Source: an optimization exercise on an open RTL-to-GDS flow (aim: small area). Production flows keep margins and buffers that such runs may drop. In this exercise RTL edits were held to simulation tests only and were not proved equivalent to the original. Power and IR drop assume default switching activity.

==> flow/design.v <==
module fir_pipeline #(
    parameter DATA_WIDTH  = 24,
    parameter TAP_NUM     = 64,
    parameter COEFF_WIDTH = 26
)(
    input  logic                          clk,
    input  logic                          rst_n,
    input  logic                          in_valid,
    input  logic signed [DATA_WIDTH-1:0]  in_data,
    output logic                          out_valid,
    output logic signed [DATA_WIDTH+15:0] out_data
);
    localparam int NR = TAP_NUM - 2;    
    localparam int AW = 27;             
    localparam int LW = 13;             
    localparam int HW = AW - LW;        
    function automatic logic signed [COEFF_WIDTH-1:0] coeff(input integer k);
        case (k)
            0: coeff = 26'sd0;
            1: coeff = 26'sd137;
            2: coeff = -26'sd531;
            3: coeff = 26'sd51;
            4: coeff = 26'sd2256;
            5: coeff = -26'sd4368;
            6: coeff = 26'sd1756;
            7: coeff = 26'sd6984;
            8: coeff = -26'sd14653;
            9: coeff = 26'sd9000;
            10: coeff = 26'sd13355;
            11: coeff = -26'sd35455;
            12: coeff = 26'sd28671;
            13: coeff = 26'sd17439;
            14: coeff = -26'sd70614;
            15: coeff = 26'sd71227;
            16: coeff = 26'sd10121;
            17: coeff = -26'sd121666;
            18: coeff = 26'sd150813;
            19: coeff = -26'sd25292;
            20: coeff = -26'sd185871;
            21: coeff = 26'sd286953;
            22: coeff = -26'sd117772;
            23: coeff = -26'sd255456;
            24: coeff = 26'sd515868;
            25: coeff = -26'sd327817;
            26: coeff = -26'sd318777;
            27: coeff = 26'sd953354;
            28: coeff = -26'sd866001;
            29: coeff = -26'sd363288;
            30: coeff = 26'sd2439282;
            31: coeff = -26'sd4406275;
            32: coeff = 26'sd21990352;
            33: coeff = -26'sd4406275;
            34: coeff = 26'sd2439282;
            35: coeff = -26'sd363288;
            36: coeff = -26'sd866001;
            37: coeff = 26'sd953354;
            38: coeff = -26'sd318777;
            39: coeff = -26'sd327817;
            40: coeff = 26'sd515868;
            41: coeff = -26'sd255456;
            42: coeff = -26'sd117772;
            43: coeff = 26'sd286953;
            44: coeff = -26'sd185871;
            45: coeff = -26'sd25292;
            46: coeff = 26'sd150813;
            47: coeff = -26'sd121666;
            48: coeff = 26'sd10121;
            49: coeff = 26'sd71227;
            50: coeff = -26'sd70614;
            51: coeff = 26'sd17439;
            52: coeff = 26'sd28671;
            53: coeff = -26'sd35455;
            54: coeff = 26'sd13355;
            55: coeff = 26'sd9000;
            56: coeff = -26'sd14653;
            57: coeff = 26'sd6984;
            58: coeff = 26'sd1756;
            59: coeff = -26'sd4368;
            60: coeff = 26'sd2256;
            61: coeff = 26'sd51;
            62: coeff = -26'sd531;
            63: coeff = 26'sd137;
            default: coeff = '0;
        endcase
    endfunction
    function automatic logic signed [COEFF_WIDTH-1:0] fold_coeff(input logic [4:0] i);
        fold_coeff = coeff(i + 1);
    endfunction
    function automatic logic [LW:0] add_lo(input logic [LW-1:0] a, input logic [LW-1:0] b,
                                          input logic ci);
        logic c;
        c = ci;
        for (int i = 0; i < LW; i++) begin
            add_lo[i] = a[i] ^ b[i] ^ c;
            c = (a[i] & b[i]) | (c & (a[i] ^ b[i]));
        end
        add_lo[LW] = c;
    endfunction
    function automatic logic [HW-1:0] add_hi(input logic [HW-1:0] a, input logic [HW-1:0] b,
                                            input logic ci);
        logic c;
        c = ci;
        for (int i = 0; i < HW; i++) begin
            add_hi[i] = a[i] ^ b[i] ^ c;
            c = (a[i] & b[i]) | (c & (a[i] ^ b[i]));
        end
    endfunction
    logic [DATA_WIDTH-1:0] ring [0:NR-1];    
    logic [DATA_WIDTH-1:0] buf_q;            
    logic [5:0]  v;
    logic [4:0]  j;       
    logic        busy;
    logic        pend;
    logic        clr;
    logic        ov;
    logic [AW-1:0] acc;
    logic        cs;
    wire [DATA_WIDTH-1:0] head = ring[NR-1];
    wire [DATA_WIDTH-1:0] head_rot = {head[0], head[DATA_WIDTH-1:1]};
    always_ff @(posedge clk) begin
        ring[0] <= busy ? buf_q : (clr ? '0 : head);
        for (int i = 1; i < NR; i++) ring[i] <= ring[i-1];
        buf_q <= (head_rot & {DATA_WIDTH{busy}}) | (in_data & {DATA_WIDTH{~busy & in_valid}})
               | (buf_q & {DATA_WIDTH{~busy & ~in_valid}});
    end
    localparam logic [AW-1:0] FIX = AW'(2) - (AW'(1) << 24);
    wire last_pass = (j == 5'd23);
    wire tail      = (j == 5'd24);
    wire act       = busy & ~tail;
    wire bit_in    = (head[0] ^ last_pass) & act;
    wire [4:0] fi  = v[4:0] ^ {5{v[5]}};
    wire [AW-1:0] coef = AW'(fold_coeff(fi));
    wire [AW-1:0] term = (coef & {AW{bit_in}}) | (FIX & {AW{tail}});
    wire first = (v == 6'd0) & act;
    wire shift = first & (j != 5'd0);
    wire keep  = ~first & ~clr;
    wire [LW-1:0] lo = acc[LW-1:0];
    wire [HW-1:0] hi = acc[AW-1:LW];
    wire [LW-1:0] lo_base = ({hi[0] ^ cs, lo[LW-1:1]} & {LW{shift}}) | (lo & {LW{keep}});
    wire [HW-1:0] hi_base = ({hi[HW-1], hi[HW-1:1]} & {HW{shift}}) | (hi & {HW{keep}});
    wire hc  = cs & (keep | (shift & hi[0]));
    wire [LW:0]   lo_sum = add_lo(lo_base, term[LW-1:0], 1'b0);
    wire [HW-1:0] hi_sum = add_hi(hi_base, term[AW-1:LW], hc);
    always_ff @(posedge clk) begin
        acc <= {hi_sum, lo_sum[LW-1:0]};
        cs  <= lo_sum[LW];
    end
    always_ff @(posedge clk or negedge rst_n) begin
        if (!rst_n) begin
            v    <= '0;
            j    <= '0;
            busy <= 1'b0;
            pend <= 1'b0;
            clr  <= 1'b1;
            ov   <= 1'b0;
        end else begin
            ov <= in_valid;
            if (in_valid) pend <= 1'b1;
            if (!busy) begin
                v <= (v == 6'd62) ? 6'd0 : (v == 6'd31) ? 6'd33 : v + 6'd1;
                if (v == 6'd62) begin
                    clr <= 1'b0;
                    if (pend && !clr) begin
                        busy <= 1'b1;
                        pend <= 1'b0;
                    end
                end
            end else if (tail) begin
                busy <= 1'b0;
                j    <= '0;
                v    <= 6'd2;
            end else begin
                v <= (v == 6'd31) ? 6'd33 : v + 6'd1;
                if (v == 6'd63) j <= j + 5'd1;
            end
        end
    end
    assign out_valid = ov;
    assign out_data  = {{(DATA_WIDTH+16-(AW-1)){acc[AW-1]}}, acc[AW-1:1]};
endmodule
Settings: LEC_CHECK=0, ABC_AREA=1, CAP_MARGIN=20, CORE_MARGIN=2, CORE_UTILIZATION=60, SLEW_MARGIN=20; clock period 10.0 ns.
standard.sh (not shown) runs the stock make flow with config.mk's settings and CLKGATE_MAP_FILE= SYNTH_SCRIPT=/design/flow/synth_recipe.tcl, a recipe that flattens the netlist after the stock synthesis.
==> flow/flow/run.sh <==
#!/bin/bash
# Standard ORFS layout (the standard.sh) with these changes:
#  - synthesis maps with our own ABC script (flow/abc_area.script, used as
#    ORFS's area script; ABC_AREA is set in config.mk)
#  - clock tree synthesis without dummy loads, with our buffer and clustering
#  - port buffers use buf_1
set -euo pipefail
rm -rf scripts_local
cp -r "$FLOW_HOME/scripts" scripts_local
cp flow/abc_area.script scripts_local/abc_area.script
export SCRIPTS_DIR="$PWD/scripts_local"
export CTS_ARGS="-sink_clustering_enable -repair_clock_nets -dont_use_dummy_load -buf_list sky130_fd_sc_hd__clkbuf_8 -sink_clustering_size 26 -sink_clustering_max_diameter 35"
export BUFFER_PORTS_ARGS="-buffer_cell sky130_fd_sc_hd__buf_1"
bash standard.sh > standard.log 2>&1
==> flow/flow/abc_area.script <==
strash
&get -n
&deepsyn -J 300 -S 1
&put
&get -n
&dch
&nf -R 1000
&put
topo
stime -c
Rerun with:
==> flow/run.sh (new file) <==
#!/bin/bash
# synth_recipe.tcl (not shown) runs the flow's synth.tcl, then flattens the netlist and writes it again
# the make line also repeats each setting of config.mk as NAME=value (left out here)
make -C /OpenROAD-flow-scripts/flow DESIGN_CONFIG=/design/flow/config.mk WORK_HOME=/design/flow/orfs CLKGATE_MAP_FILE= SYNTH_SCRIPT=/design/flow/synth_recipe.tcl finish
--- a/flow/config.mk
+++ b/flow/config.mk
@@ -9,4 +9,7 @@
 export CAP_MARGIN = 20
 export CORE_MARGIN = 2
-export CORE_UTILIZATION = 60
+export CORE_UTILIZATION = 50
+export CTS_BUF_LIST = sky130_fd_sc_hd__clkbuf_8
+export CTS_CLUSTER_DIAMETER = 80
+export CTS_CLUSTER_SIZE = 20
 export SLEW_MARGIN = 20
removed: flow/flow/run.sh
removed: flow/flow/abc_area.script
removed: flow/standard.sh
Non-clock buffer count does not change.
Utilization goes down by 11 points.
Final cell count goes up by 12%.
Wire length goes up by 25%.
Fmax goes up by 12%.
Rerun with:
==> flow/flow/run.sh (new file) <==
#!/bin/bash
# Standard ORFS layout (the standard.sh) with these changes:
#  - synthesis maps with our own ABC script (flow/abc_area.script, used as
#    ORFS's area script; ABC_AREA is set in config.mk)
#  - clock tree synthesis without dummy loads, with our buffer and clustering
#  - port buffers use buf_1
set -euo pipefail
rm -rf scripts_local
cp -r "$FLOW_HOME/scripts" scripts_local
cp flow/abc_area.script scripts_local/abc_area.script
export SCRIPTS_DIR="$PWD/scripts_local"
export CTS_ARGS="-sink_clustering_enable -repair_clock_nets -dont_use_dummy_load -buf_list sky130_fd_sc_hd__clkbuf_8 -sink_clustering_size 22 -sink_clustering_max_diameter 80"
export BUFFER_PORTS_ARGS="-buffer_cell sky130_fd_sc_hd__buf_1"
bash standard.sh > standard.log 2>&1
==> flow/flow/abc_area.script (new file) <==
strash
&get -n
&deepsyn -J 300 -S 1
&put
&get -n
&dch
&nf -R 1000
&put
topo
stime -c
==> flow/standard.sh (new file) <==
#!/bin/bash
# synth_recipe.tcl (not shown) runs the flow's synth.tcl, then flattens the netlist and writes it again
# the make line also repeats each setting of config.mk as NAME=value (left out here)
make -C /OpenROAD-flow-scripts/flow DESIGN_CONFIG=/design/flow/config.mk WORK_HOME=/design/flow/orfs CLKGATE_MAP_FILE= SYNTH_SCRIPT=/design/flow/synth_recipe.tcl "${@:-finish}"
--- a/flow/config.mk
+++ b/flow/config.mk
@@ -10,6 +10,3 @@
 export CORE_MARGIN = 2
 export CORE_UTILIZATION = 50
-export CTS_BUF_LIST = sky130_fd_sc_hd__clkbuf_8
-export CTS_CLUSTER_DIAMETER = 80
-export CTS_CLUSTER_SIZE = 20
 export SLEW_MARGIN = 20
removed: flow/run.sh
Effect: Count of clock-buffer cells in the layout went down by 11. Register-to-register slack loses 1100 ps. Routed wire length went down by about 17%. Power went down by 2.7%. Synthesized area went down by 2.2%. Cell count went down by 8.8%. Worst setup slack loses 1100 ps. Clock power went down by about 9%. Die area went down by 2.2%.
Rerun with:
--- a/flow/flow/run.sh
+++ b/flow/flow/run.sh
@@ -10,5 +10,5 @@
 cp flow/abc_area.script scripts_local/abc_area.script
 export SCRIPTS_DIR="$PWD/scripts_local"
-export CTS_ARGS="-sink_clustering_enable -repair_clock_nets -dont_use_dummy_load -buf_list sky130_fd_sc_hd__clkbuf_8 -sink_clustering_size 22 -sink_clustering_max_diameter 80"
+export CTS_ARGS="-sink_clustering_enable -repair_clock_nets -dont_use_dummy_load -buf_list sky130_fd_sc_hd__clkbuf_16 -sink_clustering_size 35 -sink_clustering_max_diameter 60"
 export BUFFER_PORTS_ARGS="-buffer_cell sky130_fd_sc_hd__buf_1"
 bash standard.sh > standard.log 2>&1
--- a/flow/config.mk
+++ b/flow/config.mk
@@ -9,4 +9,4 @@
 export CAP_MARGIN = 20
 export CORE_MARGIN = 2
-export CORE_UTILIZATION = 50
+export CORE_UTILIZATION = 40
 export SLEW_MARGIN = 20
Effect: The new run went through all stages and came out clean. Count of clock-buffer cells in the layout goes down by 11. Power is higher by a little under a tenth. Global-route usage shrinks by 2.4 points. Worst hold slack got worse by 22 ps.

-- port drivers added, routing unchanged --
The flow's constraints put no driver on any port. The routed layouts listed below were extracted and timed again, unchanged, in two steps. Step 1: set_driving_cell puts a clkbuf_16 on clk and a buf_2 on each other input, an assumption about the parent block. Step 2 adds t to the input delays and takes it off the output delays; t is the mean of the earliest and latest rising clock arrival at the registers after step 1. Input paths then give back, and output paths get back, about the clock's delay inside the block. Slacks: ideal ports / drivers / drivers and shift; pairs: ideal ports / drivers.
| run | shift t [ns] | setup WS [ns] | hold slack, ns | pins driven straight from the clock port |
|---|---|---|---|---|
| the first run | 0.777 | 0.909 / 0.909 / 0.909 | 0.261 / 0.261 / 0.261 | 1 |
| the second run | 0.760 | 1.871 / 1.871 / 1.871 | 0.316 / 0.316 / 0.316 | 1 |
| the third run | 0.701 | 0.813 / 0.813 / 0.813 | 0.271 / 0.271 / 0.271 | 1 |
| the fourth run | 0.660 | 0.740 / 0.740 / 0.740 | 0.249 / 0.249 / 0.249 | 1 |
After both steps setup and hold are still met in every run listed.
